Background: an optimization exercise with open tools, aiming at small area. Do not read the settings as production practice.
The RTL was checked by simulation tests, not by an equivalence proof against the original design.
The clock cells of runs 3 to 5 come from the design's own scripts or RTL, not from TritonCTS.
The clock port is modelled as an ideal driver, which makes a skipped or thinned clock tree look cheaper than it is; a real chip needs a root buffer or a tree.
Power is estimated from default activity; no workload was simulated.

===== flow/standard.sh =====
#!/bin/bash
# synth_recipe.tcl (not shown) runs the flow's synth.tcl, then flattens the netlist and writes it again
# the make line also repeats each setting of config.mk as NAME=value (left out here)
make -C /OpenROAD-flow-scripts/flow DESIGN_CONFIG=/design/flow/config.mk WORK_HOME=/design/flow/orfs CLKGATE_MAP_FILE= SYNTH_SCRIPT=/design/flow/synth_recipe.tcl "${@:-finish}"

===== flow/design.v =====
module si570_compute
(
    input         clk, resetn,
    input  [47:0] si570_regs_in,
    input         start,
    output        idle,
    output [47:0] si570_regs_out
);
    wire [2:0]  hs_reg = si570_regs_in[47:45];
    wire [6:0]  n1_reg = si570_regs_in[44:38];
    wire [37:0] rf     = si570_regs_in[37:0];
    reg        busy;
    reg [37:0] ring;           
    reg        carry;
    reg [5:0]  ph;             
    reg [5:0]  st;             
    reg [6:0]  rem1n;          
    reg [3:0]  rem2n;          
    wire p2     = (st == 6'd63);
    wire e0f    = (ph == 6'h0f);
    wire p1step = e0f && !p2;
    wire first  = e0f && p2;
    wire mask   = (st >= 6'd58);
    wire wr     = p2 && !e0f;
    wire port   = p2 && (ph == 6'h3f || ph == 6'h3e || ph == 6'h3c || ph == 6'h38 || ph == 6'h30);
    wire done   = p2 && (ph == 6'h30);
    wire wrap   = (ph == 6'h17) && !p2;
    wire [5:0] ph_n = {ph[4] & ~wrap, ph[3:0], ph[5] ^ ph[4]};
    wire ex  = ring[37];
    wire tap = ring[4] & ~mask;
    wire b = first ? carry : port ? (ph[0] ? rf[4] : ph[1] ? rf[3] : ph[2] ? rf[2] : ph[3] ? rf[1] : rf[0]) : ex;
    wire [7:0] v1 = {rem1n, ~(b & p2)};
    wire [7:0] y1 = {1'b0, n1_reg};
    wire [8:0] c1;
    wire [7:0] s1;
    assign c1[0] = 1'b1;
    genvar i;
    generate for (i = 0; i < 8; i = i + 1) begin : g_div1
        assign s1[i]   = v1[i] ^ y1[i] ^ c1[i];
        assign c1[i+1] = (v1[i] & y1[i]) | (v1[i] & c1[i]) | (y1[i] & c1[i]);
    end endgenerate
    wire       q1n = c1[8] | ~p2;    
    wire [6:0] r1n = q1n ? v1[6:0] : s1[6:0];
    wire [4:0] v2 = {rem2n, q1n};
    wire [4:0] y2 = {1'b0, hs_reg[2], ~hs_reg[2], hs_reg[1], hs_reg[0]};
    wire [5:0] c2;
    wire [4:0] s2;
    assign c2[0] = 1'b0;
    generate for (i = 0; i < 5; i = i + 1) begin : g_div2
        assign s2[i]   = v2[i] ^ y2[i] ^ c2[i];
        assign c2[i+1] = (v2[i] & y2[i]) | (v2[i] & c2[i]) | (y2[i] & c2[i]);
    end endgenerate
    wire       q2n = c2[5] | ~p2;
    wire       q   = ~q2n;
    wire [3:0] r2n = q2n ? v2[3:0] : s2[3:0];
    wire sum  = ex ^ tap ^ carry;
    wire cout = (ex & tap) | (ex & carry) | (tap & carry);
    wire ent = p1step ? sum : wr ? q : ex;
    wire ld = start & ~busy;
    wire [37:0] ring_sh = {ring[36:0], ent};
    wire [37:0] ring_n = ({38{busy}} & ring_sh) | ({38{ld}} & {rf[36:0], rf[37]}) | ({38{~busy & ~start}} & ring);
    always @(posedge clk) begin
        ring  <= ring_n;
        if (ld) carry <= 1'b0;
        else if (p1step) carry <= cout;
        if (ld) ph <= 6'h1e;
        else ph <= ph_n;
        if (ld) st <= 6'd24;
        else st <= st + {5'd0, wrap};
        rem1n <= r1n;
        rem2n <= r2n;
        if (!resetn) busy <= 1'b0;
        else if (ld) busy <= 1'b1;
        else if (done) busy <= 1'b0;
    end
    assign idle = ~busy;
    assign si570_regs_out[37:0] = ring;
    assign si570_regs_out[47:38] = {3'd0, 7'd3};
endmodule

===== flow/flow/run.sh =====
#!/bin/bash
set -euo pipefail
bash standard.sh synth > synth.log 2>&1
bash standard.sh \
  "SKIP_REPAIR_TIE_FANOUT=1" \
  "BUFFER_PORTS_ARGS=-buffer_cell sky130_fd_sc_hd__buf_1" \
  "CTS_ARGS=-sink_clustering_enable -repair_clock_nets -dont_use_dummy_load -buf_list sky130_fd_sc_hd__clkbuf_4" \
  finish > layout.log 2>&1

===== flow/config.mk =====
export PLATFORM = sky130hd
export DESIGN_NAME = si570_compute
export DESIGN_NICKNAME = si570_compute
export VERILOG_FILES = /design/flow/design.v
export SDC_FILE = /design/flow/constraint.sdc
export NUM_CORES = 4
export LEC_CHECK = 0
export ABC_AREA = 1
export CAP_MARGIN = 20
export CORE_MARGIN = 2
export CORE_UTILIZATION = 66
export PLACE_DENSITY = 0.8
export SLEW_MARGIN = 20

===== flow/constraint.sdc =====
create_clock -name core_clock -period 20.0 [get_ports {clk}]
set_input_delay 4.0000 -clock core_clock [delete_from_list [all_inputs] [get_ports {clk}]]
set_output_delay 4.0000 -clock core_clock [all_outputs]
set_load 0.01 [all_outputs]

==> results of run 1 <==
## cell families after synthesis
group           synth area share
flops                      0.434
other cells              0.00258
xor+xnor                 0.00602
buf+inv                   0.0998
simple gates               0.277
fa+ha+maj                 0.0989
mux                       0.0112
compound gates            0.0710
## per-layer routing
metal	wire length [um]	GRT usage
met3	392	0.0635
met4	87	0.0897
met1	2660	0.343
met2	2810	0.393
met5	0	0
## cell type report
type                       instances  area (um^2)  share of cell area
inverter                          42          160              0.0490
timing repair buffer              91          353               0.108
multi-input combinational        246         1360               0.416
sequential                        63         1260               0.386
clock buffer                       9         67.6              0.0207
tap                               52         65.1              0.0199
## per-stage QoR
stage,instance area [um^2],util,instances
after floorplan,2910,-,373
after global placement,3190,0.742,493
after detailed placement,3200,0.745,494
after CTS,3270,0.761,503
after global routing,3270,0.761,503
final,3270,0.761,503
## critical path: cells and delay by family
kind,cells,cell delay (ps)
simple gates,9,780
mux,1,340
buf+inv,7,460
fa+ha+maj,11,3530
compound gates,1,130
## power breakdown
| part | internal (mW) | switching, mW | total (mW) |
|---|---|---|---|
| Combinational | 0.0182 | 0.0291 | 0.0474 |
| Clock | 0.0210 | 0.0371 | 0.0581 |
| Sequential | 0.139 | 0.0114 | 0.150 |
## cells in the mapped netlist, drive strengths merged, types with 2 or more instances
| cell | number |
|---|---|
| o221ai | 8 |
| nor3 | 2 |
| ha | 7 |
| nor2 | 12 |
| fa | 10 |
| buf | 16 |
| clkbuf | 6 |
| a21oi | 5 |
| dfxtp | 63 |
| or2 | 3 |
| inv | 41 |
| nand2 | 144 |
| o21ai | 7 |
| mux2 | 2 |
| o211ai | 7 |
| nand3 | 30 |
| conb | 2 |
## flip-flops by register name (all words and copies together) (netlist names)
name	flops
rem1n	7
ph	6
rem2n	4
st	6
busy	1
ring	38
carry	1
## worst max path at each step
stage / startpoint / end / slack, ps / cells past startpoint
2_1_floorplan: si570_regs_in[2] / rem2n[3] / 11070 / 30
3_3_place_gp: si570_regs_in[0] / rem2n[3] / 10830 / 29
3_5_place_dp: si570_regs_in[0] / rem2n[1] / 10570 / 29
4_1_cts: si570_regs_in[0] / rem2n[1] / 11010 / 29
5_1_grt: si570_regs_in[2] / rem2n[3] / 10770 / 31
6_report: si570_regs_in[0] / rem2n[3] / 11010 / 29
## layout by cell type, fill, tap and decap left out, drive strengths merged, types with 7 or more instances in the layout
cell type,count
nand3,30
buf,91
nor2,12
clkbuf,9
inv,41
o211ai,7
dfxtp,63
fa,10
o221ai,8
o21ai,7
ha,7
nand2,144
==> results.json, run 1 <==
{
  "cts-root-buf": "clkbuf_4",
  "h-tree-depth": 3,
  "dieWidth_um": 70.4,
  "synth_top_flop_cell": "dfxtp_1",
  "crit-reg2reg-launch": "ph[2]",
  "ir_worst_vdd_mv": 0.0677,
  "synth_seq_cells": 63,
  "hold_path_end": "rem1n[1]",
  "synth_edf_count": 0,
  "start_kind": "input pin",
  "crit_fanout": 10,
  "clkTransAtPathRegs_ps": 90,
  "holdPathStages": 2,
  "num_vias": 2549,
  "holdWs_ps": 468,
  "cts.sinks": 63,
  "synth_area_um2": 2910,
  "maxSlewViolCount": 0,
  "detail_route.vias_per_cell": 5.07,
  "slowest_delay_ps": 400,
  "power.density_nw_per_um2": 78.3,
  "post-route-min-period_ps": 8990,
  "skew_ps": 16.3,
  "p_total_uw": 256,
  "power.leakage_nw": 1.52,
  "gp_congestion": 0.818,
  "synth_cell_types": 35,
  "r2r-end": "rem2n[3]",
  "worst_pin_slew_ps": 855,
  "synth_area_leaders": "dfxtp_1 43%, nand2_1 18%, fa_1 6.9%",
  "synth_seq_area_share": 0.434,
  "cpMostUsedCell": "fa_1",
  "rr_worst_depth": 27,
  "cts_hold_buf": 0,
  "rsz0062_at_grt": "no",
  "drc": 0,
  "slew_headroom": 0.429,
  "syn_inst": 373,
  "antennaDiodeCount": 0,
  "setup_viol": 0,
  "core_um2": 4290,
  "arrival_ps": 9250,
  "dp_slack_ps": 10570,
  "die_area_um2": 4950,
  "end_kind": "flip-flop",
  "status": "finished clean",
  "cp_slowest_cell": "fa_1",
  "antenna_left": 0,
  "place.port_buffers": 89,
  "min_from": "rem1n[0]",
  "clkLatencyLatePin_ps": 370,
  "n_fill_cell": 357,
  "syn_area_per_cell_um2": 7.80,
  "track_usage": 0.253,
  "setup_ws_ps": 11010,
  "postCtsSetupBuffers": 0,
  "cts_buffer_depth": 2,
  "cts_tree": "built",
  "post_cts_resized": 0,
  "ioPinCount": 100,
  "grt_max_degree": 33,
  "firstDrtPassIters": 6,
  "wire_per_inst_um": 11.8,
  "die_h_um": 70.4,
  "synthArstFlopShare": 0,
  "maxCapViolations": 0,
  "grt_pass1_wl_mm": 10.0,
  "antenna_found_initial": 0,
  "yosys_warnings": 1,
  "ff2ff_setup_slack_ps": 14130,
  "first_global_vias": 2296,
  "worstPathRequired_ps": 20270,
  "fmax_mhz": 111,
  "hp-class": "flip-flop to flip-flop",
  "final.period_utilization": 0.449,
  "hold_viol": 0,
  "start_util": 0.677,
  "hpwl_mm": 4.38,
  "drt_wl_total_mm": 5.95,
  "numCtsBuffers": 9,
  "drt_iter0_drc": 168,
  "nets": 521,
  "yosysTopAreaCell": "dfxtp_1",
  "setup_tns_ps": 0,
  "synth_fp_nets": 441,
  "row_count": 24,
  "area_growth_syn_to_layout_pct": 12.3,
  "layout-drive-gt1-share": 0.0532,
  "grt_overflow_total": 0,
  "path_class": "input pin to flip-flop",
  "yosysTopAreaCellShare": 0.434
}
==> run 2: changes to the inputs <==
--- a/flow/config.mk
+++ b/flow/config.mk
@@ -8,6 +8,6 @@
 export ABC_AREA = 1
 export CAP_MARGIN = 20
 export CORE_MARGIN = 2
-export CORE_UTILIZATION = 66
-export PLACE_DENSITY = 0.8
+export CORE_UTILIZATION = 60
+export PLACE_DENSITY = 0.75
 export SLEW_MARGIN = 20
==> run 2 against run 1 <==
Net effect: via count shrank 1.2%; clock-buffer cell count is the same; sequential cell count is the same; total power grew 0.21%; still clean on timing, DRC and antenna; highest routed layer unchanged; first-iteration DRC count shrank 29%.
==> results.json, run 2 <==
{
  "status": "finished clean",
  "clkTransAtPathRegs_ps": 80,
  "antenna_found_initial": 0,
  "row_count": 25,
  "switching_share": 0.305,
  "ir_worst_vdd_mv": 0.0429,
  "power.leakage_nw": 1.52,
  "path_class": "input pin to flip-flop",
  "final.period_utilization": 0.445,
  "postCtsSetupBuffers": 0,
  "synth_seq_cells": 63,
  "grt_max_degree": 32,
  "dp_slack_ps": 10720,
  "core_um2": 4690,
  "nets": 522,
  "largest-register": "ring",
  "synth_edf_count": 0,
  "grt_overflow_total": 0,
  "hp-class": "flip-flop to flip-flop",
  "layout-drive-gt1-share": 0.0531,
  "hold_viol": 0,
  "fmax_mhz": 112,
  "die_h_um": 73.6,
  "drt_iter0_drc": 119,
  "setup_tns_ps": 0,
  "worst_pin_slew_ps": 1020,
  "crit-reg2reg-launch": "ph[2]",
  "internal-power_uw": 178,
  "dieWidth_um": 73.6,
  "design_area_um2": 3270,
  "p_clk_frac": 0.229,
  "layout_commonest_cell": "nand2_1",
  "syn_inst": 373,
  "synth_cell_types": 35,
  "die_area_um2": 5420,
  "synthArstFlopShare": 0,
  "synth_area_um2": 2910,
  "hpwl_mm": 4.24,
  "slew_headroom": 0.321,
  "detail_route.vias_per_cell": 4.98,
  "post-route-min-period_ps": 8890,
  "synth_area_leaders": "dfxtp_1 43%, nand2_1 18%, fa_1 6.9%",
  "antenna_left": 0,
  "synth_seq_area_share": 0.434,
  "track_usage": 0.226,
  "grt_pass1_wl_mm": 9.50,
  "cp_slowest_cell": "fa_1",
  "wire_per_inst_um": 11.5,
  "setup_viol": 0,
  "skew_ps": 39.3,
  "fin_cells": 506,
  "cts_tree": "built",
  "yosys-top-cells-count": "141 x nand2_1, 63 x dfxtp_1, 39 x inv_1",
  "arrival_ps": 9160,
  "crit_fanout": 10,
  "largest_reg_flops": 38,
  "firstDrtPassIters": 4,
  "numCtsBuffers": 9,
  "layout_common_cells": "141 x nand2_1, 89 x buf_1, 63 x dfxtp_1",
  "end_kind": "flip-flop",
  "ioPinCount": 100,
  "seq_power_share": 0.582,
  "switchingPower_uw": 78.2,
  "gp_congestion": 0.798,
  "p_total_uw": 256,
  "min_from": "rem1n[1]",
  "worstPathRequired_ps": 20270,
  "power.density_nw_per_um2": 78.3,
  "cts.sinks": 63,
  "cts-root-buf": "clkbuf_4",
  "synth_most_common_cell": "nand2_1",
  "drt_wl_total_mm": 5.81,
  "antennaDiodeCount": 0,
  "combPwrFrac": 0.189,
  "cts_hold_buf": 0,
  "critPathLaunch": "si570_regs_in[2]",
  "place.port_buffers": 89,
  "setup_ws_ps": 11110,
  "yosysTopAreaCellShare": 0.434,
  "rsz0062_at_grt": "no",
  "drc": 0,
  "maxCapViolations": 0,
  "top_regs": "ring: 38 flops, rem1n: 7 flops",
  "clkLatencyLatePin_ps": 390,
  "place_inst": 497,
  "post_cts_resized": 0,
  "num_vias": 2518,
  "rr_worst_depth": 27,
  "synth_top_flop_cell": "dfxtp_1",
  "area_growth_syn_to_layout_pct": 12.5,
  "cts_buffer_depth": 2,
  "yosys_warnings": 1,
  "syn_area_per_cell_um2": 7.80,
  "h-tree-depth": 3,
  "maxSlewViolCount": 0,
  "dpl_cell_area_um2": 3210,
  "synth_fp_nets": 441,
  "start_kind": "input pin",
  "n_fill_cell": 433,
  "holdPathStages": 2,
  "start_util": 0.620,
  "slowest_delay_ps": 390,
  "yosysTopAreaCell": "dfxtp_1",
  "first_global_vias": 2259
}
## run 2: cell counts after synthesis
No cell type changed its count.
## run 2: path summary, 6_finish.rpt
check	to	slack, ps
worst max-delay path	rem2n[3]	11110
worst min-delay path	rem1n[2]	460
worst max register to register	rem2n[3]	14220
worst min register to register	rem1n[2]	460
## run 2: kinds of logic after synthesis
family | count (synthesis) | synth area share
muxes | 3 | 0.0112
adders and majority gates | 17 | 0.0989
xor gates and xnor gates | 2 | 0.00602
and+or+nand+nor | 192 | 0.277
AOI/OAI and AO/OA | 30 | 0.0710
buffers and inverters | 64 | 0.0998
DFF | 63 | 0.434
other | 2 | 0.00258
## run 2: per-layer routing
metal | share of wire | global-route usage
met2 | 0.45 | 0.352
met4 | 0.019 | 0.121
met3 | 0.059 | 0.0521
met1 | 0.47 | 0.290
met5 | 0 | 0
## run 2: layout make-up
type	instances	area [um^2]	share of cell area
clock buffers	9	67.6	0.0206
inverters	42	160	0.0489
well taps	54	67.6	0.0206
flip-flops and latches	63	1260	0.385
repair buffers	92	357	0.109
multi-input cells	246	1360	0.416
## run 2: power groups by stage
stage	Clock, mW	Sequential (mW)	Combinational, mW
after floorplan	0	0.156	0.0271
after global placement	0	0.152	0.0476
after detailed placement	0	0.152	0.0487
after CTS	0.0608	0.149	0.0489
after global routing	0.0662	0.152	0.0554
final	0.0586	0.149	0.0484
## run 2: worst max-delay path, delay by kind of cell
kind                       cells  cell delay (ps)
muxes                          1              340
adders and majority gates     11             3500
and+or+nand+nor               12              940
buffers and inverters          7              420
## run 2: per-stage QoR
step                      hold WS, ps  utilization
after detailed placement          475        0.683
final                             461        0.698
after global placement            467        0.683
after global routing              474        0.698
after CTS                         457        0.698
after floorplan                   452            -
==> run 3: changes to the inputs <==
==> flow/flow/run.sh (replaced) <==
#!/bin/bash
set -euo pipefail
bash standard.sh synth > synth.log 2>&1
bash standard.sh \
  "SKIP_REPAIR_TIE_FANOUT=1" \
  "BUFFER_PORTS_ARGS=-buffer_cell sky130_fd_sc_hd__buf_1" \
  "PRE_CTS_TCL=$PWD/flow/leaf_clock.tcl" \
  finish > layout.log 2>&1
==> flow/flow/leaf_clock.tcl (new file) <==
# Clock distribution for a small design: the clock port drives a few leaf clock buffers directly,
# each placed at the centre of a k-means cluster of the flip-flops it drives. Sourced as
# PRE_CTS_TCL; clock_tree_synthesis is then replaced by a no-op that only sets the clock
# propagated, and the rest of ORFS's cts.tcl (placement legalisation, timing repair) runs as usual.
set leaf_k 4
set leaf_master_name sky130_fd_sc_hd__clkbuf_8

set block [ord::get_db_block]
set leaf_master [[ord::get_db] findMaster $leaf_master_name]
set clknet [$block findNet clk]
set pts {}
foreach it [$clknet getITerms] {
  set bb [[$it getInst] getBBox]
  lappend pts [list $it [expr {([$bb xMin] + [$bb xMax]) / 2}] [expr {([$bb yMin] + [$bb yMax]) / 2}]]
}
set n [llength $pts]
set sorted [lsort -integer -index 1 $pts]
set cent {}
for {set k 0} {$k < $leaf_k} {incr k} {
  set p [lindex $sorted [expr {int(($k + 0.5) * $n / $leaf_k)}]]
  lappend cent [list [lindex $p 1] [lindex $p 2]]
}
for {set iter 0} {$iter < 50} {incr iter} {
  set asg {}
  set sx [lrepeat $leaf_k 0]; set sy [lrepeat $leaf_k 0]; set cnt [lrepeat $leaf_k 0]
  foreach p $pts {
    set best 0; set bd 1e18
    for {set k 0} {$k < $leaf_k} {incr k} {
      set c [lindex $cent $k]
      set d [expr {abs([lindex $p 1] - [lindex $c 0]) + abs([lindex $p 2] - [lindex $c 1])}]
      if {$d < $bd} { set bd $d; set best $k }
    }
    lappend asg $best
    lset sx $best [expr {[lindex $sx $best] + [lindex $p 1]}]
    lset sy $best [expr {[lindex $sy $best] + [lindex $p 2]}]
    lset cnt $best [expr {[lindex $cnt $best] + 1}]
  }
  set cent {}
  for {set k 0} {$k < $leaf_k} {incr k} {
    set c [lindex $cnt $k]
    if {$c == 0} { set c 1 }
    lappend cent [list [expr {[lindex $sx $k] / $c}] [expr {[lindex $sy $k] / $c}]]
  }
}
puts "leaf clock clusters: $cnt"
for {set k 0} {$k < $leaf_k} {incr k} {
  set net [odb::dbNet_create $block clknet_leaf_$k]
  $net setSigType CLOCK
  set inst [odb::dbInst_create $block $leaf_master clkbuf_leaf_$k]
  set c [lindex $cent $k]
  $inst setLocation [lindex $c 0] [lindex $c 1]
  $inst setPlacementStatus PLACED
  [$inst findITerm A] connect $clknet
  [$inst findITerm X] connect $net
  set leaf_net($k) $net
}
set idx 0
foreach p $pts {
  set it [lindex $p 0]
  $it disconnect
  $it connect $leaf_net([lindex $asg $idx])
  incr idx
}
rename clock_tree_synthesis orig_clock_tree_synthesis
proc clock_tree_synthesis {args} {
  puts "clock_tree_synthesis skipped: leaf clock buffers placed by leaf_clock.tcl"
  set_propagated_clock [all_clocks]
}
==> run 3 against run 2 <==
Net effect: total power shrank 3.6%; critical endpoint unchanged; fmax shrank 2.1%; critical path depth is the same; worst hold slack gained 14 ps; cell count shrank 0.99%; combinational power is essentially flat; highest routed layer unchanged; synthesized cell count is the same; cell area shrank 0.38%; clock power shrank 15%; first-iteration DRC count shrank 18%; sequential cell count is the same.
==> results.json, run 3 <==
{
  "synth_seq_area_share": 0.434,
  "first_global_vias": 2225,
  "drc": 0,
  "maxSlewViolCount": 0,
  "final.period_utilization": 0.454,
  "hp-class": "flip-flop to flip-flop",
  "cp_slowest_cell": "fa_1",
  "wl_met2_mm": 2.64,
  "seq_power_share": 0.604,
  "drt_wl_total_mm": 5.67,
  "antenna_found_initial": 0,
  "nets": 517,
  "hold_viol": 0,
  "syn_area_per_cell_um2": 7.80,
  "combPwrFrac": 0.195,
  "synth_seq_cells": 63,
  "place.port_buffers": 89,
  "syn_inst": 373,
  "track_usage": 0.207,
  "top_regs": "ring: 38 flops, rem1n: 7 flops",
  "largest_reg_flops": 38,
  "area_growth_syn_to_layout_pct": 12.1,
  "slew_headroom": 0.337,
  "synth_area_um2": 2910,
  "row_count": 25,
  "setup_tns_ps": 0,
  "grt_pass1_wl_mm": 9.38,
  "die_h_um": 73.6,
  "synth_fp_nets": 441,
  "p_clk_frac": 0.201,
  "yosys_warnings": 1,
  "layout-drive-gt1-share": 0.0425,
  "start_util": 0.620,
  "n_fill_cell": 430,
  "dpl_cell_area_um2": 3210,
  "ioPinCount": 100,
  "die_area_um2": 5420,
  "post_cts_resized": 0,
  "worst_pin_slew_ps": 993,
  "arrival_ps": 9130,
  "setup_viol": 0,
  "clkLatencyLatePin_ps": 170,
  "crit_buf_inv": 7,
  "ff2ff_setup_slack_ps": 14220,
  "synthArstFlopShare": 0,
  "grt_overflow_total": 0,
  "synth_top_flop_cell": "dfxtp_1",
  "start_kind": "input pin",
  "utilization": 0.695,
  "antenna_left": 0,
  "synth_cell_types": 35,
  "detail_route.vias_per_cell": 4.97,
  "layout_commonest_cell": "nand2_1",
  "maxCapViolations": 0,
  "status": "finished clean",
  "synth_most_common_cell": "nand2_1",
  "synth_area_leaders": "dfxtp_1 43%, nand2_1 18%, fa_1 6.9%",
  "yosysTopAreaCellShare": 0.434,
  "cts_hold_buf": 0,
  "rsz0062_at_grt": "no",
  "internal-power_uw": 176,
  "layout_common_cells": "141 x nand2_1, 89 x buf_1, 63 x dfxtp_1",
  "crit_family": "adder cells",
  "wl_met1_mm": 2.65,
  "firstDrtPassIters": 4,
  "fmax_mhz": 110,
  "clkTransAtPathRegs_ps": 110,
  "worstPathRequired_ps": 20050,
  "ir_worst_vdd_mv": 0.0462,
  "num_vias": 2491,
  "path_class": "input pin to flip-flop",
  "end_kind": "flip-flop",
  "skew_ps": 38.6,
  "gp_congestion": 0.798,
  "top_layer": "met4",
  "slowest_delay_ps": 390,
  "post-route-min-period_ps": 9080,
  "largest-register": "ring",
  "yosysTopAreaCell": "dfxtp_1",
  "hpwl_mm": 4.24,
  "dr_wl_met3_um": 342,
  "power.density_nw_per_um2": 75.8,
  "wire_per_inst_um": 11.3,
  "synth_edf_count": 0,
  "drt_iter0_drc": 97,
  "design_area_um2": 3260,
  "switching_share": 0.289,
  "power.leakage_nw": 1.51,
  "grt_max_degree": 32,
  "postCtsSetupBuffers": 0,
  "crit_fanout": 10,
  "dieWidth_um": 73.6,
  "switchingPower_uw": 71.4,
  "core_um2": 4690,
  "yosys-top-cells-count": "141 x nand2_1, 63 x dfxtp_1, 39 x inv_1",
  "antennaDiodeCount": 0
}
run 3: power by group through the flow:
stage / registers [mW] / clock network (mW) / logic (mW)
6_report: 0.149 / 0.0498 / 0.0482
5_1_grt: 0.152 / 0.0560 / 0.0554
4_1_cts: 0.149 / 0.0507 / 0.0488
3_5_place_dp: 0.152 / 0 / 0.0487
3_3_place_gp: 0.152 / 0 / 0.0476
2_1_floorplan: 0.156 / 0 / 0.0271
run 3: per-layer routing:
metal | vias up | GRT usage
li1 | 1313 | -
met2 | 65 | 0.359
met3 | 5 | 0.0274
met5 | - | 0
met1 | 1108 | 0.282
met4 | 0 | 0.0242
run 3: area by class of cell:
class                   count  area [um^2]  area share
multi-input cells         246         1360       0.417
well taps                  54         67.6      0.0207
inverters                  42          160      0.0491
repair buffers             92          357       0.109
plain buffers               4         55.1      0.0169
flip-flops and latches     63         1260       0.387
run 3: worst register-to-register path, stage by stage, from the launching register on:
cell     delay (ps)
dfxtp_1         370
nor2_1          200
nand3_1         160
a21oi_1         180
nand2_1          60
nand3_1          70
nand2_1          60
inv_1            60
ha_1            130
inv_1            50
fa_1            370
fa_1            390
fa_1            390
fa_1            390
fa_1            390
fa_1            370
nand2_1         120
nand2_4         100
ha_1            200
fa_1            360
inv_1            80
fa_1            160
inv_1            50
fa_1            350
nand2_1          90
inv_1            60
nor2_4          160
mux2_2          340
run 3: logic make-up (layout without fill, tap and decap cells):
logic type / after synthesis / after routing / synth area share
xor+xnor: 2 / 2 / 0.00602
mux: 3 / 3 / 0.0112
other cells: 2 / 2 / 0.00258
fa+ha+maj: 17 / 17 / 0.0989
flops: 63 / 63 / 0.434
compound gates: 30 / 30 / 0.0710
buf+inv: 64 / 138 / 0.0998
simple gates: 192 / 192 / 0.277
run 3: per-stage QoR:
step / instances / setup WS, ps / power [mW] / hold slack [ps]
floorplan: 373 / 11070 / 0.183 / 452
global placement: 497 / 10850 / 0.199 / 467
detailed placement: 497 / 10720 / 0.201 / 475
CTS: 501 / 10890 / 0.249 / 483
global route: 501 / 10530 / 0.263 / 501
finish: 501 / 10920 / 0.247 / 475
run 3: path summary, 6_finish.rpt:
kind                            depth (start not counted)              from       end
worst max-delay path                                   31  si570_regs_in[2]  rem2n[3]
worst min-delay path                                    2           ring[1]   ring[2]
worst max register to register                         27             ph[2]  rem2n[3]
worst min register to register                          2           ring[1]   ring[2]
==> run 4: changes to the inputs <==
--- a/flow/design.v
+++ b/flow/design.v
@@ -13,14 +13,14 @@
     reg [37:0] ring;           
     reg        carry;
     reg [5:0]  ph;             
-    reg [5:0]  st;             
+    reg        p2;             
+    reg        mask;           
     reg [6:0]  rem1n;          
     reg [3:0]  rem2n;          
-    wire p2     = (st == 6'd63);
+    wire [10:0] chain = {rem2n, rem1n};
     wire e0f    = (ph == 6'h0f);
     wire p1step = e0f && !p2;
     wire first  = e0f && p2;
-    wire mask   = (st >= 6'd58);
     wire wr     = p2 && !e0f;
     wire port   = p2 && (ph == 6'h3f || ph == 6'h3e || ph == 6'h3c || ph == 6'h38 || ph == 6'h30);
     wire done   = p2 && (ph == 6'h30);
@@ -29,7 +29,7 @@
     wire ex  = ring[37];
     wire tap = ring[4] & ~mask;
     wire b = first ? carry : port ? (ph[0] ? rf[4] : ph[1] ? rf[3] : ph[2] ? rf[2] : ph[3] ? rf[1] : rf[0]) : ex;
-    wire [7:0] v1 = {rem1n, ~(b & p2)};
+    wire [7:0] v1 = {rem1n, p2 ? ~b : chain[10] ^ chain[8]};
     wire [7:0] y1 = {1'b0, n1_reg};
     wire [8:0] c1;
     wire [7:0] s1;
@@ -41,7 +41,7 @@
     end endgenerate
     wire       q1n = c1[8] | ~p2;    
     wire [6:0] r1n = q1n ? v1[6:0] : s1[6:0];
-    wire [4:0] v2 = {rem2n, q1n};
+    wire [4:0] v2 = {rem2n, p2 ? q1n : rem1n[6]};
     wire [4:0] y2 = {1'b0, hs_reg[2], ~hs_reg[2], hs_reg[1], hs_reg[0]};
     wire [5:0] c2;
     wire [4:0] s2;
@@ -65,10 +65,17 @@
         else if (p1step) carry <= cout;
         if (ld) ph <= 6'h1e;
         else ph <= ph_n;
-        if (ld) st <= 6'd24;
-        else st <= st + {5'd0, wrap};
-        rem1n <= r1n;
-        rem2n <= r2n;
+        if (ld) begin
+            rem1n <= 7'h6d;
+            rem2n <= 4'h3;
+            p2    <= 1'b0;
+            mask  <= 1'b0;
+        end else begin
+            rem1n <= r1n;
+            rem2n <= r2n;
+            if (wrap && !chain[10] && chain[9] && chain[5] && chain[2]) p2 <= 1'b1;
+            if (p1step && chain[10] && chain[3] && chain[1]) mask <= 1'b1;
+        end
         if (!resetn) busy <= 1'b0;
         else if (ld) busy <= 1'b1;
         else if (done) busy <= 1'b0;
==> run 4 against run 3 <==
Net effect: still clean; global-route usage up 3.0 points; synthesized area is 5.8% lower; cell count down 1.2%; sequential power about the same; via count rose by 0.16%; combinational power is 21% higher; critical endpoint is now rem2n[2]; highest routed layer unchanged.
==> results.json, run 4 <==
{
  "multi_input_area_um2": 1290,
  "slew_headroom": 0.570,
  "crit_fanout": 8,
  "hp-class": "flip-flop to flip-flop",
  "skew_ps": 24.1,
  "top_regs": "ring: 38 flops, rem1n: 7 flops, ph: 6 flops",
  "grt_max_degree": 41,
  "antennaDiodeCount": 0,
  "row_count": 24,
  "drt_iter0_drc": 135,
  "synthArstFlopShare": 0,
  "syn_area_per_cell_um2": 7.35,
  "place_inst": 491,
  "yosysTopAreaCellShare": 0.431,
  "firstDrtPassIters": 4,
  "final.period_utilization": 0.464,
  "die_h_um": 71.6,
  "fmax_mhz": 108,
  "gp_congestion": 0.869,
  "layout_common_cells": "147 x nand2_1, 89 x buf_1, 59 x dfxtp_1",
  "dr_wl_met3_um": 432,
  "antenna_found_initial": 0,
  "synth_seq_cells": 59,
  "holdPathStages": 2,
  "n_fill_cell": 389,
  "nets": 511,
  "p_total_uw": 254,
  "status": "finished clean",
  "r2r-end": "rem2n[2]",
  "dp_slack_ps": 10560,
  "hold_path_end": "mask",
  "dieWidth_um": 71.6,
  "maxCapViolations": 0,
  "arrival_ps": 9370,
  "final-seq-area_um2": 1180,
  "wire_per_inst_um": 12.1,
  "rr_worst_depth": 33,
  "worstPathRequired_ps": 20090,
  "drt_wl_total_mm": 6.01,
  "ir_worst_vdd_mv": 0.0719,
  "synth_seq_area_share": 0.431,
  "wl_met2_mm": 2.62,
  "synth_area_um2": 2740,
  "setup_ws_ps": 10720,
  "ff2ff_setup_slack_ps": 14050,
  "layout_commonest_cell": "nand2_1",
  "postCtsSetupBuffers": 0,
  "post-route-min-period_ps": 9280,
  "synth_most_common_cell": "nand2_1",
  "largest-register": "ring",
  "power.density_nw_per_um2": 83.0,
  "ioPinCount": 100,
  "maxSlewViolCount": 0,
  "cp_slowest_cell": "fa_1",
  "synth_edf_count": 0,
  "grt_overflow_total": 0,
  "core_um2": 4380,
  "largest_reg_flops": 38,
  "clkLatencyLatePin_ps": 150,
  "crit-reg2reg-launch": "ph[4]",
  "yosysTopAreaCell": "dfxtp_1",
  "start_kind": "input pin",
  "cts_hold_buf": 0,
  "min_from": "mask",
  "worst_pin_slew_ps": 644,
  "hpwl_mm": 4.46,
  "yosys-top-cells-count": "147 x nand2_1, 59 x dfxtp_1, 46 x nand3_1",
  "post_cts_resized": 0,
  "first_global_vias": 2279,
  "drc": 0,
  "detail_route.vias_per_cell": 5.04,
  "cpMostUsedCell": "nand2_1",
  "die_area_um2": 5120,
  "syn_inst": 373,
  "hold_viol": 0,
  "power.leakage_nw": 1.39,
  "end_kind": "flip-flop",
  "synth_top_flop_cell": "dfxtp_1",
  "fin_cells": 495,
  "path_class": "input pin to flip-flop",
  "holdWs_ps": 464,
  "synth_cell_types": 25,
  "place.port_buffers": 89,
  "setup_viol": 0,
  "slowest_delay_ps": 420,
  "synth_area_leaders": "dfxtp_1 43%, nand2_1 20%, nand3_1 8.4%",
  "top_layer": "met4",
  "yosys_warnings": 1,
  "synth_fp_nets": 439,
  "wl_met1_mm": 2.84,
  "grt_pass1_wl_mm": 10.1,
  "track_usage": 0.237,
  "start_util": 0.625,
  "clkTransAtPathRegs_ps": 100,
  "antenna_left": 0,
  "layout-drive-gt1-share": 0.0226,
  "rsz0062_at_grt": "no",
  "setup_tns_ps": 0,
  "num_vias": 2495,
  "area_growth_syn_to_layout_pct": 11.9
}
## run 4: report_power, final
group | internal, mW | switching, mW
Sequential | 0.134 | 0.0143
Clock | 0.0185 | 0.0290
Combinational | 0.0229 | 0.0355
## run 4: cell families (layout without fill, tap and decap cells)
| logic type | Yosys count | after routing | share of synthesized area |
|---|---|---|---|
| flops | 59 | 59 | 0.431 |
| buf+inv | 57 | 127 | 0.0973 |
| other cells | 2 | 2 | 0.00274 |
| compound gates | 23 | 23 | 0.0484 |
| fa+ha+maj | 15 | 15 | 0.0959 |
| simple gates | 217 | 217 | 0.325 |
## run 4: worst max path at each step
stage                     slack, ps       end             start
final                         10720  rem2n[2]  si570_regs_in[0]
after global routing          10260  rem2n[2]  si570_regs_in[4]
after CTS                     10720  rem2n[2]  si570_regs_in[0]
after detailed placement      10560  rem2n[2]  si570_regs_in[0]
after global placement        10850  rem2n[2]  si570_regs_in[4]
after floorplan               11250  rem2n[2]  si570_regs_in[0]
## run 4: metal layers
metal  GRT usage  up-vias
met1       0.339     1109
met5           0        -
met4      0.0377        0
met3      0.0211       10
li1            -     1290
met2       0.400       86
## run 4: critical path: cells and delay by family
family          cells  cell delay (ps)
fa+ha+maj          11             3350
simple gates       13             1030
buf+inv             8              750
compound gates      2              230
## run 4: final cells by class
type / count / share of cell area
inverter: 32 / 0.0392
tap: 52 / 0.0212
timing repair buffer: 91 / 0.114
multi-input combinational: 257 / 0.422
sequential: 59 / 0.385
buffer: 4 / 0.0180
## run 4: per-stage QoR
stage | util | instance area [um^2]
floorplan | - | 2740
global placement | 0.687 | 3010
global route | 0.699 | 3070
finish | 0.699 | 3070
CTS | 0.699 | 3070
detailed placement | 0.687 | 3010
==> run 5: changes to the inputs <==
--- a/flow/flow/leaf_clock.tcl
+++ b/flow/flow/leaf_clock.tcl
@@ -4,9 +4,12 @@
 # propagated, and the rest of ORFS's cts.tcl (placement legalisation, timing repair) runs as usual.
 set leaf_k 4
 set leaf_master_name sky130_fd_sc_hd__clkbuf_8
+# clusters of at most this many flip-flops get the smaller clkbuf_4
+set small_cluster 10
 
 set block [ord::get_db_block]
 set leaf_master [[ord::get_db] findMaster $leaf_master_name]
+set small_master [[ord::get_db] findMaster sky130_fd_sc_hd__clkbuf_4]
 set clknet [$block findNet clk]
 set pts {}
 foreach it [$clknet getITerms] {
@@ -46,7 +49,9 @@
 for {set k 0} {$k < $leaf_k} {incr k} {
   set net [odb::dbNet_create $block clknet_leaf_$k]
   $net setSigType CLOCK
-  set inst [odb::dbInst_create $block $leaf_master clkbuf_leaf_$k]
+  set master $leaf_master
+  if {[lindex $cnt $k] <= $small_cluster} { set master $small_master }
+  set inst [odb::dbInst_create $block $master clkbuf_leaf_$k]
   set c [lindex $cent $k]
   $inst setLocation [lindex $c 0] [lindex $c 1]
   $inst setPlacementStatus PLACED
==> run 5 against run 4 <==
Net effect: largest cell class unchanged; largest power group unchanged; synthesized cell count is the same; critical path type unchanged; still clean on timing, DRC and antenna; cell area shrank 0.20%; core utilization shrank 0.14 points; sequential cell count is the same; synthesized area is the same; total power shrank 0.78%; register-to-register slack is essentially flat; fmax is essentially flat; critical path depth is the same; global-route usage is essentially flat.
==> results.json, run 5 <==
{
  "skew_ps": 12.0,
  "num_vias": 2494,
  "final.period_utilization": 0.464,
  "cp_slowest_cell": "fa_1",
  "grtUsageMet3": 0.0225,
  "slew_headroom": 0.567,
  "gp_congestion": 0.869,
  "cpMostUsedCell": "nand2_1",
  "hold_path_end": "mask",
  "path_class": "input pin to flip-flop",
  "place.port_buffers": 89,
  "ioPinCount": 100,
  "min_from": "mask",
  "clkLatencyLatePin_ps": 160,
  "wire_per_inst_um": 12.2,
  "drc": 0,
  "worst_pin_slew_ps": 648,
  "ff2ff_setup_slack_ps": 14050,
  "largest_reg_flops": 38,
  "yosysTopAreaCell": "dfxtp_1",
  "core_um2": 4380,
  "end_kind": "flip-flop",
  "area_growth_syn_to_layout_pct": 11.6,
  "hpwl_mm": 4.46,
  "arrival_ps": 9370,
  "holdWs_ps": 464,
  "synth_seq_cells": 59,
  "grt_pass1_wl_mm": 10.2,
  "dieWidth_um": 71.6,
  "holdPathStages": 2,
  "grt_max_degree": 41,
  "layout-drive-gt1-share": 0.0226,
  "utilization": 0.698,
  "start_kind": "input pin",
  "die_area_um2": 5120,
  "hp-class": "flip-flop to flip-flop",
  "crit-reg2reg-launch": "ph[4]",
  "setup_viol": 0,
  "track_usage": 0.237,
  "grt_overflow_total": 0,
  "status": "finished clean",
  "clkTransAtPathRegs_ps": 100,
  "n_fill_cell": 390,
  "top_regs": "ring: 38 flops, rem1n: 7 flops, ph: 6 flops",
  "nets": 511,
  "crit_buf_inv": 8,
  "synthArstFlopShare": 0,
  "layout_common_cells": "147 x nand2_1, 89 x buf_1, 59 x dfxtp_1",
  "rr_worst_depth": 33,
  "post-route-min-period_ps": 9280,
  "synth_most_common_cell": "nand2_1",
  "synth_seq_area_share": 0.431,
  "power.leakage_nw": 1.39,
  "largest-register": "ring",
  "antenna_found_initial": 0,
  "synth_fp_nets": 439,
  "synth_top_flop_cell": "dfxtp_1",
  "synth_area_um2": 2740,
  "met1_usage": 0.339,
  "crit_fanout": 8,
  "antenna_left": 0,
  "setup_tns_ps": 0,
  "met2_usage": 0.400,
  "power.density_nw_per_um2": 82.5,
  "maxSlewViolCount": 0,
  "cts_hold_buf": 0,
  "drt_wl_total_mm": 6.03,
  "crit_family": "adder cells",
  "fmax_mhz": 108,
  "top_usage_layer": "met2",
  "start_util": 0.625,
  "die_h_um": 71.6,
  "post_cts_resized": 0,
  "yosys_warnings": 1,
  "antennaDiodeCount": 0,
  "ir_worst_vdd_mv": 0.0719,
  "yosys-top-cells-count": "147 x nand2_1, 59 x dfxtp_1, 46 x nand3_1",
  "yosysTopAreaCellShare": 0.431,
  "synth_cell_types": 25,
  "synth_edf_count": 0,
  "layout_commonest_cell": "nand2_1",
  "syn_area_per_cell_um2": 7.35,
  "first_global_vias": 2285,
  "slowest_delay_ps": 420,
  "synth_area_leaders": "dfxtp_1 43%, nand2_1 20%, nand3_1 8.4%",
  "worstPathRequired_ps": 20090,
  "syn_inst": 373,
  "drt_iter0_drc": 143,
  "rsz0062_at_grt": "no",
  "postCtsSetupBuffers": 0,
  "row_count": 24,
  "hold_viol": 0,
  "maxCapViolations": 0,
  "firstDrtPassIters": 4,
  "detail_route.vias_per_cell": 5.04,
  "r2r-end": "rem2n[2]"
}
[run 5: power breakdown]
group	switching (mW)	internal (mW)
combinational	0.0356	0.0229
clock	0.0292	0.0163
sequential	0.0143	0.134
total	0.0791	0.173
[run 5: worst min-delay path, cell delays in order, from the launching register on]
cell     delay [ps]
dfxtp_1         310
inv_1            60
a21oi_1          60
[run 5: area by class of cell]
type | count | area (um^2) | area share
multi-input cells | 257 | 1290 | 0.423
plain buffers | 4 | 48.8 | 0.0160
well taps | 52 | 65.1 | 0.0213
flip-flops and latches | 59 | 1180 | 0.386
repair buffers | 91 | 349 | 0.114
inverters | 32 | 120 | 0.0393
[run 5: metal layers]
layer	routed length, um	up-vias
met5	0	-
met4	114	0
met3	445	10
met2	2630	86
met1	2840	1108
li1	-	1290
[run 5: stage by stage]
stage	power, mW	instance area (um^2)	cells	worst slack [ps]
floorplan	0.189	2740	373	11250
global placement	0.208	3010	491	10850
detailed placement	0.210	3010	491	10560
CTS	0.254	3060	495	10720
global route	0.269	3060	495	10260
finish	0.252	3060	495	10720
[run 5: how the worst max path moves through the flow]
stage,cells after the start,end,slack [ps],from
global route,32,rem2n[2],10260,si570_regs_in[4]
global placement,32,rem2n[2],10850,si570_regs_in[4]
floorplan,33,rem2n[2],11250,si570_regs_in[0]
detailed placement,34,rem2n[2],10560,si570_regs_in[0]
CTS,34,rem2n[2],10720,si570_regs_in[0]
finish,34,rem2n[2],10720,si570_regs_in[0]
[run 5: cells by family (layout without fill, tap and decap cells)]
logic type / after synthesis / after routing / synth area share
compound gates: 23 / 23 / 0.0484
simple gates: 217 / 217 / 0.325
fa+ha+maj: 15 / 15 / 0.0959
other cells: 2 / 2 / 0.00274
buf+inv: 57 / 127 / 0.0973
flops: 59 / 59 / 0.431

port drivers added, routing unchanged:
How much do the figures lean on ideal ports? The routed layouts below were timed once more, with nothing changed but the port constraints.
Step 1, drivers: a clkbuf_16 drives clk and a buf_2 each remaining input, both assumed.
Step 2, shift: input delay + t, output delay - t, t = (earliest + latest rising clock arrival at the registers) / 2. This alone moves slack from input paths to output paths.
Slacks: ideal / step 1 / step 2; pairs: ideal / step 1.
| run | t (ns) | setup slack, ns | clock arrival spread, ns | worst data-port slew with drivers (ns) |
|---|---|---|---|---|
| run 1 | 0.386 | 11.014 / 11.016 / 10.630 | 0.016 / 0.016 | 0.05 |
| run 2 | 0.394 | 11.109 / 11.114 / 10.720 | 0.040 / 0.039 | 0.04 |
| run 3 | 0.206 | 10.917 / 10.951 / 10.746 | 0.039 / 0.039 | 0.05 |
| run 4 | 0.200 | 10.722 / 10.755 / 10.556 | 0.029 / 0.029 | 0.04 |
| run 5 | 0.212 | 10.722 / 10.756 / 10.543 | 0.013 / 0.013 | 0.04 |
After both steps setup and hold are still met in every run listed. The setup slack of run 2, which loses most, moves by +0.005 ns with the drivers and by -0.389 ns with both steps.
